What follows belongs to an exercise in optimizing a design on an open flow for small area and a short achievable clock period; a production flow would make more cautious choices.
Function was checked by simulation only, so behaviour that the tests miss may differ from the original.

[flow/run.sh]
#!/bin/bash
# synth_recipe.tcl (not shown) runs the flow's synth.tcl, then flattens the netlist and writes it again
# the make line also repeats each setting of config.mk as NAME=value (left out here)
make -C /OpenROAD-flow-scripts/flow DESIGN_CONFIG=/design/flow/config.mk WORK_HOME=/design/flow/orfs CLKGATE_MAP_FILE= SYNTH_SCRIPT=/design/flow/synth_recipe.tcl finish
[flow/config.mk]
export PLATFORM = sky130hd
export DESIGN_NAME = bubble_sort
export DESIGN_NICKNAME = bubble_sort
export VERILOG_FILES = /design/flow/design.v
export SDC_FILE = /design/flow/constraint.sdc
export NUM_CORES = 4
export LEC_CHECK = 0
export CAP_MARGIN = 20
export CORE_MARGIN = 2
export CORE_UTILIZATION = 45
export PLACE_DENSITY = 0.6
export SLEW_MARGIN = 20
[flow/constraint.sdc]
create_clock -name core_clock -period 70.0 [get_ports {clk}]
set_input_delay 14.0000 -clock core_clock [delete_from_list [all_inputs] [get_ports {clk}]]
set_output_delay 14.0000 -clock core_clock [all_outputs]
set_load 0.01 [all_outputs]
[flow/design.v]
module cmp_swap
(input  [7:0] a, b,
 output [7:0] lo, hi);
	wire sw = a > b;
	assign lo = sw ? b : a;
	assign hi = sw ? a : b;
endmodule
module bubble_sort
#(
parameter BW = 8,
parameter N = 16
)
(input clk, rstn,
 input [N*BW-1:0] inNum,
 output logic [N*BW-1:0] outNum);
logic [N*BW-1:0] array;
always @(posedge clk) begin
	array <= inNum;
end
wire [7:0] s1_0, s1_13;
cmp_swap u1_0_13 (.a(array[7:0]), .b(array[111:104]), .lo(s1_0), .hi(s1_13));
wire [7:0] s1_1, s1_12;
cmp_swap u1_1_12 (.a(array[15:8]), .b(array[103:96]), .lo(s1_1), .hi(s1_12));
wire [7:0] s1_2, s1_15;
cmp_swap u1_2_15 (.a(array[23:16]), .b(array[127:120]), .lo(s1_2), .hi(s1_15));
wire [7:0] s1_3, s1_14;
cmp_swap u1_3_14 (.a(array[31:24]), .b(array[119:112]), .lo(s1_3), .hi(s1_14));
wire [7:0] s1_4, s1_8;
cmp_swap u1_4_8 (.a(array[39:32]), .b(array[71:64]), .lo(s1_4), .hi(s1_8));
wire [7:0] s1_5, s1_6;
cmp_swap u1_5_6 (.a(array[47:40]), .b(array[55:48]), .lo(s1_5), .hi(s1_6));
wire [7:0] s1_7, s1_11;
cmp_swap u1_7_11 (.a(array[63:56]), .b(array[95:88]), .lo(s1_7), .hi(s1_11));
wire [7:0] s1_9, s1_10;
cmp_swap u1_9_10 (.a(array[79:72]), .b(array[87:80]), .lo(s1_9), .hi(s1_10));
wire [7:0] s2_0, s2_5;
cmp_swap u2_0_5 (.a(s1_0), .b(s1_5), .lo(s2_0), .hi(s2_5));
wire [7:0] s2_1, s2_7;
cmp_swap u2_1_7 (.a(s1_1), .b(s1_7), .lo(s2_1), .hi(s2_7));
wire [7:0] s2_2, s2_9;
cmp_swap u2_2_9 (.a(s1_2), .b(s1_9), .lo(s2_2), .hi(s2_9));
wire [7:0] s2_3, s2_4;
cmp_swap u2_3_4 (.a(s1_3), .b(s1_4), .lo(s2_3), .hi(s2_4));
wire [7:0] s2_6, s2_13;
cmp_swap u2_6_13 (.a(s1_6), .b(s1_13), .lo(s2_6), .hi(s2_13));
wire [7:0] s2_8, s2_14;
cmp_swap u2_8_14 (.a(s1_8), .b(s1_14), .lo(s2_8), .hi(s2_14));
wire [7:0] s2_10, s2_15;
cmp_swap u2_10_15 (.a(s1_10), .b(s1_15), .lo(s2_10), .hi(s2_15));
wire [7:0] s2_11, s2_12;
cmp_swap u2_11_12 (.a(s1_11), .b(s1_12), .lo(s2_11), .hi(s2_12));
wire [7:0] s3_0, s3_1;
cmp_swap u3_0_1 (.a(s2_0), .b(s2_1), .lo(s3_0), .hi(s3_1));
wire [7:0] s3_2, s3_3;
cmp_swap u3_2_3 (.a(s2_2), .b(s2_3), .lo(s3_2), .hi(s3_3));
wire [7:0] s3_4, s3_5;
cmp_swap u3_4_5 (.a(s2_4), .b(s2_5), .lo(s3_4), .hi(s3_5));
wire [7:0] s3_6, s3_8;
cmp_swap u3_6_8 (.a(s2_6), .b(s2_8), .lo(s3_6), .hi(s3_8));
wire [7:0] s3_7, s3_9;
cmp_swap u3_7_9 (.a(s2_7), .b(s2_9), .lo(s3_7), .hi(s3_9));
wire [7:0] s3_10, s3_11;
cmp_swap u3_10_11 (.a(s2_10), .b(s2_11), .lo(s3_10), .hi(s3_11));
wire [7:0] s3_12, s3_13;
cmp_swap u3_12_13 (.a(s2_12), .b(s2_13), .lo(s3_12), .hi(s3_13));
wire [7:0] s3_14, s3_15;
cmp_swap u3_14_15 (.a(s2_14), .b(s2_15), .lo(s3_14), .hi(s3_15));
wire [7:0] s4_0, s4_2;
cmp_swap u4_0_2 (.a(s3_0), .b(s3_2), .lo(s4_0), .hi(s4_2));
wire [7:0] s4_1, s4_3;
cmp_swap u4_1_3 (.a(s3_1), .b(s3_3), .lo(s4_1), .hi(s4_3));
wire [7:0] s4_4, s4_10;
cmp_swap u4_4_10 (.a(s3_4), .b(s3_10), .lo(s4_4), .hi(s4_10));
wire [7:0] s4_5, s4_11;
cmp_swap u4_5_11 (.a(s3_5), .b(s3_11), .lo(s4_5), .hi(s4_11));
wire [7:0] s4_6, s4_7;
cmp_swap u4_6_7 (.a(s3_6), .b(s3_7), .lo(s4_6), .hi(s4_7));
wire [7:0] s4_8, s4_9;
cmp_swap u4_8_9 (.a(s3_8), .b(s3_9), .lo(s4_8), .hi(s4_9));
wire [7:0] s4_12, s4_14;
cmp_swap u4_12_14 (.a(s3_12), .b(s3_14), .lo(s4_12), .hi(s4_14));
wire [7:0] s4_13, s4_15;
cmp_swap u4_13_15 (.a(s3_13), .b(s3_15), .lo(s4_13), .hi(s4_15));
wire [7:0] s5_1, s5_2;
cmp_swap u5_1_2 (.a(s4_1), .b(s4_2), .lo(s5_1), .hi(s5_2));
wire [7:0] s5_3, s5_12;
cmp_swap u5_3_12 (.a(s4_3), .b(s4_12), .lo(s5_3), .hi(s5_12));
wire [7:0] s5_4, s5_6;
cmp_swap u5_4_6 (.a(s4_4), .b(s4_6), .lo(s5_4), .hi(s5_6));
wire [7:0] s5_5, s5_7;
cmp_swap u5_5_7 (.a(s4_5), .b(s4_7), .lo(s5_5), .hi(s5_7));
wire [7:0] s5_8, s5_10;
cmp_swap u5_8_10 (.a(s4_8), .b(s4_10), .lo(s5_8), .hi(s5_10));
wire [7:0] s5_9, s5_11;
cmp_swap u5_9_11 (.a(s4_9), .b(s4_11), .lo(s5_9), .hi(s5_11));
wire [7:0] s5_13, s5_14;
cmp_swap u5_13_14 (.a(s4_13), .b(s4_14), .lo(s5_13), .hi(s5_14));
wire [7:0] s6_1, s6_4;
cmp_swap u6_1_4 (.a(s5_1), .b(s5_4), .lo(s6_1), .hi(s6_4));
wire [7:0] s6_2, s6_6;
cmp_swap u6_2_6 (.a(s5_2), .b(s5_6), .lo(s6_2), .hi(s6_6));
wire [7:0] s6_5, s6_8;
cmp_swap u6_5_8 (.a(s5_5), .b(s5_8), .lo(s6_5), .hi(s6_8));
wire [7:0] s6_7, s6_10;
cmp_swap u6_7_10 (.a(s5_7), .b(s5_10), .lo(s6_7), .hi(s6_10));
wire [7:0] s6_9, s6_13;
cmp_swap u6_9_13 (.a(s5_9), .b(s5_13), .lo(s6_9), .hi(s6_13));
wire [7:0] s6_11, s6_14;
cmp_swap u6_11_14 (.a(s5_11), .b(s5_14), .lo(s6_11), .hi(s6_14));
wire [7:0] s7_2, s7_4;
cmp_swap u7_2_4 (.a(s6_2), .b(s6_4), .lo(s7_2), .hi(s7_4));
wire [7:0] s7_3, s7_6;
cmp_swap u7_3_6 (.a(s5_3), .b(s6_6), .lo(s7_3), .hi(s7_6));
wire [7:0] s7_9, s7_12;
cmp_swap u7_9_12 (.a(s6_9), .b(s5_12), .lo(s7_9), .hi(s7_12));
wire [7:0] s7_11, s7_13;
cmp_swap u7_11_13 (.a(s6_11), .b(s6_13), .lo(s7_11), .hi(s7_13));
wire [7:0] s8_3, s8_5;
cmp_swap u8_3_5 (.a(s7_3), .b(s6_5), .lo(s8_3), .hi(s8_5));
wire [7:0] s8_6, s8_8;
cmp_swap u8_6_8 (.a(s7_6), .b(s6_8), .lo(s8_6), .hi(s8_8));
wire [7:0] s8_7, s8_9;
cmp_swap u8_7_9 (.a(s6_7), .b(s7_9), .lo(s8_7), .hi(s8_9));
wire [7:0] s8_10, s8_12;
cmp_swap u8_10_12 (.a(s6_10), .b(s7_12), .lo(s8_10), .hi(s8_12));
wire [7:0] s9_3, s9_4;
cmp_swap u9_3_4 (.a(s8_3), .b(s7_4), .lo(s9_3), .hi(s9_4));
wire [7:0] s9_5, s9_6;
cmp_swap u9_5_6 (.a(s8_5), .b(s8_6), .lo(s9_5), .hi(s9_6));
wire [7:0] s9_7, s9_8;
cmp_swap u9_7_8 (.a(s8_7), .b(s8_8), .lo(s9_7), .hi(s9_8));
wire [7:0] s9_9, s9_10;
cmp_swap u9_9_10 (.a(s8_9), .b(s8_10), .lo(s9_9), .hi(s9_10));
wire [7:0] s9_11, s9_12;
cmp_swap u9_11_12 (.a(s7_11), .b(s8_12), .lo(s9_11), .hi(s9_12));
wire [7:0] s10_6, s10_7;
cmp_swap u10_6_7 (.a(s9_6), .b(s9_7), .lo(s10_6), .hi(s10_7));
wire [7:0] s10_8, s10_9;
cmp_swap u10_8_9 (.a(s9_8), .b(s9_9), .lo(s10_8), .hi(s10_9));
always @(posedge clk) begin
	outNum <= {s4_15, s6_14, s7_13, s9_12, s9_11, s9_10, s10_9, s10_8, s10_7, s10_6, s9_5, s9_4, s9_3, s7_2, s6_1, s4_0};
end
endmodule
==> run notes, run 1 <==
* Post-Layout Cell Count at 4,688
* Rows at 93
* Die area at 67,200 µm²
* Grt ovf at 0
* Port bufs at 256
* HP Class: reg -> reg
* Final cycle utilization of the critical path at 0.345
* Clk sinks at 256
* DRC at 0
* Final core utilization at 0.523
* Total Wirelength at 87.8 mm
* Number of global-route vias before repair at 24,300
* Top Ports at 258
* RSZ-0062 raised after global routing: no
* Async S/R FF share, synth at 0
* N_diodes at 0
* Placed cell count at 4,641
* Multi-input gate area at 22,100 µm²
* Antenna violations before repair at 0
* Routed vias at 26,300
* Slew HR at 0.261
* CP startpoint kind: register
* Max stage delay on crit path at 0.81 ns
* Drt wl/cell at 18.7 µm
* Die Span Y at 259 µm
* Hold Fails Final Rpt at 0
* Clock transition at the registers of the reported paths at 0.06 ns
* Critical Path Sink Type: register
* CTS tree: done
* ANT nets after route at 0
* Post-synth EDFFs at 0
* Tot GR Track Use at 0.256
* Status: timing/DRC/antenna clean
* DP HPWL at 75.3 mm
* Post-CTS Setup Inserts at 0
* Num CTS Buffers at 28
* Iter 0 DRT Violations at 1,802
* Setup WS pre-CTS at 46.34 ns
* Fin Clk Skew at 0.0257 ns
* Final max-slew violation count at 0
* CP delay by family, top: compound AO/OA/AOI/OAI gates
* Setup tns final at 0 ns
* Cell Area, Synth at 29,300 µm²
* Slowest CP cell: a21oi_2
* Hold slack at 1.17 ns
* Max Buffers Root-to-Sink at 3
* Commonest non-fill, non-tap cell in the layout: mux2i_1
* Largest net degree at the start of global routing at 38
* WP buf/inv at 6
* Syn Area/Cell at 8.15 µm²
* Global-route wire length before repair at 136 mm
* Worst setup margin at 45.83 ns
* H-Tree Depth at 1
* Yosys warnings at 1
* Core box area at 64,500 µm²
* Most frequent cells in the layout: mux2i_1, inv_1, ha_1
* Post_cts resized at 0
* Cts hold-fix bufs at 0
* Crit path max fanout at 19
* Post-synthesis cell type count at 110
* Final period demand of the worst path at 24.17 ns
* Initial Util at 0.455
* Critical Path RT at 70.47 ns
* Initial DRT Pass Iterations at 5
* Worst-Margin Slew at 1.10 ns
* Area grow syn2layout at 15.0%
* Syn Nets at 4,147
* Max-cap violations at 0
* Fillers at 6,271
* Fmax at 0.0414 GHz
* Layout cells sized above 1 at 0.0592
* Fin nets at 4,367
* Final Setup Violations at 0
* Crit-path most repeated cell: mux2i_1
* Die X at 259 µm
* Crit path arrival time at 24.64 ns
* RD Place Congestion at 1.01
* Post-synthesis sequential area ratio at 0.175
* Register area at 5120 µm²
* Critical path class: reg -> reg
* Clk root buf: clkbuf_16
* Cell count after synthesis at 3,596
* Dominant synthesized flop cell: dfxtp_1
* Vias per inst at 5.60
* Flops & latches, synth at 256
* Skew-Pair Late Insertion Delay at 0.59 ns
==> final timing paths <==
check / startpoint / end / cells after the start / slack [ns]
worst min-delay path: array[96] / outNum[120] / 4 / 1.17
worst max-delay path: array[55] / outNum[63] / 87 / 45.83
worst min register to register: array[96] / outNum[120] / 4 / 1.17
worst max register to register: array[55] / outNum[63] / 87 / 45.83
==> layout make-up <==
type	instances	share of cell area
inverter	445	0.0496
clock inverter	8	0.00208
sequential	256	0.152
tap	855	0.0317
clock buffer	39	0.0241
timing repair buffer	292	0.0841
multi-input combinational	2793	0.656
==> Yosys cell counts, types with 16 or more instances <==
| cell | number | area share |
|---|---|---|
| a211o_1 | 19 | 0.0057 |
| a211oi_1 | 30 | 0.0077 |
| a21o_1 | 105 | 0.027 |
| a21oi_1 | 277 | 0.047 |
| and2_1 | 27 | 0.0058 |
| and3_1 | 35 | 0.0075 |
| and4_1 | 16 | 0.0048 |
| buf_1 | 28 | 0.0036 |
| clkbuf_1 | 58 | 0.0074 |
| dfxtp_1 | 256 | 0.17 |
| ha_1 | 421 | 0.18 |
| inv_1 | 445 | 0.057 |
| mux2_2 | 73 | 0.028 |
| mux2i_1 | 577 | 0.20 |
| nand2_1 | 185 | 0.024 |
| nand2b_1 | 35 | 0.0075 |
| nand3_1 | 82 | 0.014 |
| nand4_1 | 40 | 0.0085 |
| nor2_1 | 231 | 0.030 |
| nor2b_1 | 45 | 0.0096 |
| nor3_1 | 26 | 0.0044 |
| o211ai_1 | 23 | 0.0059 |
| o21a_1 | 39 | 0.010 |
| o21ai_0 | 180 | 0.031 |
| o21ai_1 | 24 | 0.0041 |
| xnor2_1 | 24 | 0.0072 |
==> kinds of logic after synthesis <==
logic type	after synthesis	synth area share
AOI/OAI and AO/OA	893	0.202
xor gates and xnor gates	29	0.00867
and+or+nand+nor	776	0.129
adders and majority gates	437	0.185
DFF	256	0.175
muxes	658	0.229
buffers and inverters	547	0.0713
==> sequential cells by signal (all words and copies together), names as in the netlist <==
name	flops
outNum	128
array	128
==> tightest hold or removal path, delay by kind of cell (launching register included) <==
kind | cells | cell delay, ns
flops | 1 | 0.36
compound gates | 1 | 0.14
mux | 3 | 0.62
==> per-layer routing <==
layer  GRT usage  vias up  wire [µm]
met5           0        -          0
met1       0.360    12200      42100
met2       0.422      583      39200
met4      0.0532        0       1810
li1            -    13400          -
met3      0.0296       91       4700
==> per-stage QoR <==
stage          cell area (µm²)
2_1_floorplan            29300
3_3_place_gp             32800
3_5_place_dp             32800
4_1_cts                  33700
5_1_grt                  33700
6_report                 33700
==> inputs of run 2 (changes only) <==
--- a/flow/config.mk
+++ b/flow/config.mk
@@ -5,6 +5,7 @@
 export SDC_FILE = /design/flow/constraint.sdc
 export NUM_CORES = 4
 export LEC_CHECK = 0
+export ABC_AREA = 1
 export CAP_MARGIN = 20
 export CORE_MARGIN = 2
 export CORE_UTILIZATION = 45
==> run notes, run 2 <==
* Num CTS Buffers at 27
* Hold Fails Final Rpt at 0
* N_diodes at 0
* Post_cts resized at 0
* Fin nets at 5,153
* Grt ovf at 0
* H-Tree Depth at 1
* Drt wl/cell at 15.2 µm
* Post-synthesis sequential area ratio at 0.187
* RR Startpoint: array[55]
* Post-synthesis cell type count at 43
* Cell Area, Synth at 27,400 µm²
* Clock transition at the registers of the reported paths at 0.06 ns
* Layout cells sized above 1 at 0.0518
* Syn Area/Cell at 6.16 µm²
* Top cells by area, synth: nand2_1, ha_1, dfxtp_1, o21ai_0, inv_1
* Worst setup margin at 51.56 ns
* DRC at 0
* Fmax at 0.0542 GHz
* Crit-path most repeated cell: nand2_1
* Die area at 62,800 µm²
* RD Place Congestion at 1.02
* CTS tree: done
* Initial Util at 0.454
* Status: timing/DRC/antenna clean
* Dominant synthesized flop cell: dfxtp_1
* Tot GR Track Use at 0.257
* Slowest CP cell: o21ai_0
* Flops & latches, synth at 256
* CP startpoint: array[55]
* Rows at 90
* Area grow syn2layout at 14.1%
* Hold slack at 1.05 ns
* Global-route wire length before repair at 130 mm
* Most frequent cells in the layout: nand2_1, o21ai_0, ha_1
* Number of global-route vias before repair at 25,000
* Routed vias at 28,100
* Top post-synthesis cells by count: nand2_1, o21ai_0, ha_1
* Total Wirelength at 82.3 mm
* Final cycle utilization of the critical path at 0.263
* Crit path arrival time at 18.88 ns
* Cts hold-fix bufs at 0
* Core box area at 60,200 µm²
* Post-synth top area share at 0.203
* Critical path class: reg -> reg
* Critical Path RT at 70.44 ns
* Worst-Margin Slew at 1.13 ns
* CP startpoint kind: register
* Top Ports at 258
* Iter 0 DRT Violations at 1,962
* Fin Clk Skew at 0.0216 ns
* Biggest regs: array: 128 flops, outNum: 128 flops
* Placed cell count at 5,352
* Critical Path Sink Type: register
* Skew-Pair Late Insertion Delay at 0.58 ns
* Largest net degree at the start of global routing at 33
* Crit path max fanout at 31
* RSZ-0062 raised after global routing: no
* ANT nets after route at 0
* Commonest non-fill, non-tap cell in the layout: nand2_1
* Final max-slew violation count at 0
* Final Setup Violations at 0
* Post-Layout Cell Count at 5,400
* CP delay by family, top: compound AO/OA/AOI/OAI gates
* Cell count after synthesis at 4,441
* Yosys warnings at 1
* Vias per inst at 5.21
* Final period demand of the worst path at 18.44 ns
* Port bufs at 256
* HP Class: reg -> reg
* WP buf/inv at 9
* Post-synth EDFFs at 0
* Die Span Y at 251 µm
* Setup tns final at 0 ns
* Slew HR at 0.239
* Initial DRT Pass Iterations at 6
* Top-count cell post-synth: nand2_1
* Hold wc startpoint: array[18]
* Clk root buf: clkbuf_16
* Synth area leader: nand2_1
* Async S/R FF share, synth at 0
* Max Buffers Root-to-Sink at 3
* Post-CTS Setup Inserts at 0
* Syn Nets at 4,992
* Setup WS pre-CTS at 51.77 ns
* DP HPWL at 70.7 mm
* Max stage delay on crit path at 0.92 ns
* Die X at 251 µm
* Max-cap violations at 0
* Antenna violations before repair at 0
* Clk sinks at 256
## run 2: cell count changes after synthesis, moves of 98 or more
cell     previous run  this run
nand2_1           185      1479
o21ai_0           180       767
mux2i_1           577         0
nand3_1            82       248
a21oi_1           277       145
a21o_1            105         7
## run 2: routing by layer
layer,vias to the layer above,share of wire,GRT usage
met3,108,0.039,0.0157
met5,-,0,0
met1,12400,0.45,0.330
met2,573,0.48,0.463
met4,0,0.029,0.0712
li1,15100,-,-
## run 2: area by class of cell
type | instances | area [µm²]
clock buffers | 34 | 712
clock inverters | 11 | 128
fillers | 6273 | 29000
inverters | 445 | 1670
multi-input cells | 3607 | 20000
flip-flops and latches | 256 | 5120
well taps | 782 | 978
repair buffers | 265 | 2630
## run 2: through the flow
step            util  area (µm²)
3_3_place_gp   0.504       30400
4_1_cts        0.518       31200
3_5_place_dp   0.504       30400
5_1_grt        0.519       31200
2_1_floorplan      -       27400
6_report       0.519       31200
## run 2: path summary, 6_finish.rpt
kind | endpoint | slack, ns | cells after the start
setup reg to reg | outNum[61] | 51.56 | 77
setup / recovery | outNum[61] | 51.56 | 77
hold / removal | outNum[2] | 1.05 | 8
hold reg to reg | outNum[2] | 1.05 | 8
## run 2: cell families (layout without fill, tap and decap cells)
| family | count (synthesis) | after routing | share of synthesized area |
|---|---|---|---|
| simple gates | 2134 | 2134 | 0.335 |
| fa+ha+maj | 421 | 421 | 0.192 |
| buf+inv | 578 | 755 | 0.0822 |
| compound gates | 1052 | 1052 | 0.204 |
| flops | 256 | 256 | 0.187 |
## run 2: tightest hold or removal path, stage by stage (launching register included)
cell and delay, ns:
dfxtp_1 0.32, nand2_1 0.07, nand2_2 0.08, nand2_1 0.08
nand2_1 0.11, inv_1 0.09, nand2_1 0.07, nand2_1 0.07
o21ai_0 0.10

-- afterwards: timing with drivers on the ports --
The results above use ideal ports. As a check the final layouts listed here were re-extracted and re-timed, cells and wires unchanged. Step 1 assumes that a clkbuf_16 drives the clock port and a buf_2 every other input. Step 2 moves the port delays by t, midway between the first and last clock arrival at a register: inputs arrive t later, outputs are due t later. That takes back most of the time a late clock gives input paths. Slacks: ideal ports / drivers / drivers and shift; pairs: ideal ports / drivers.
run	t, ns	setup WS [ns]	worst setup path at the end
run 1	0.637	45.829 / 45.829 / 45.829	register to register
run 2	0.627	51.563 / 51.563 / 51.563	register to register
After both steps setup and hold are still met in every run listed.
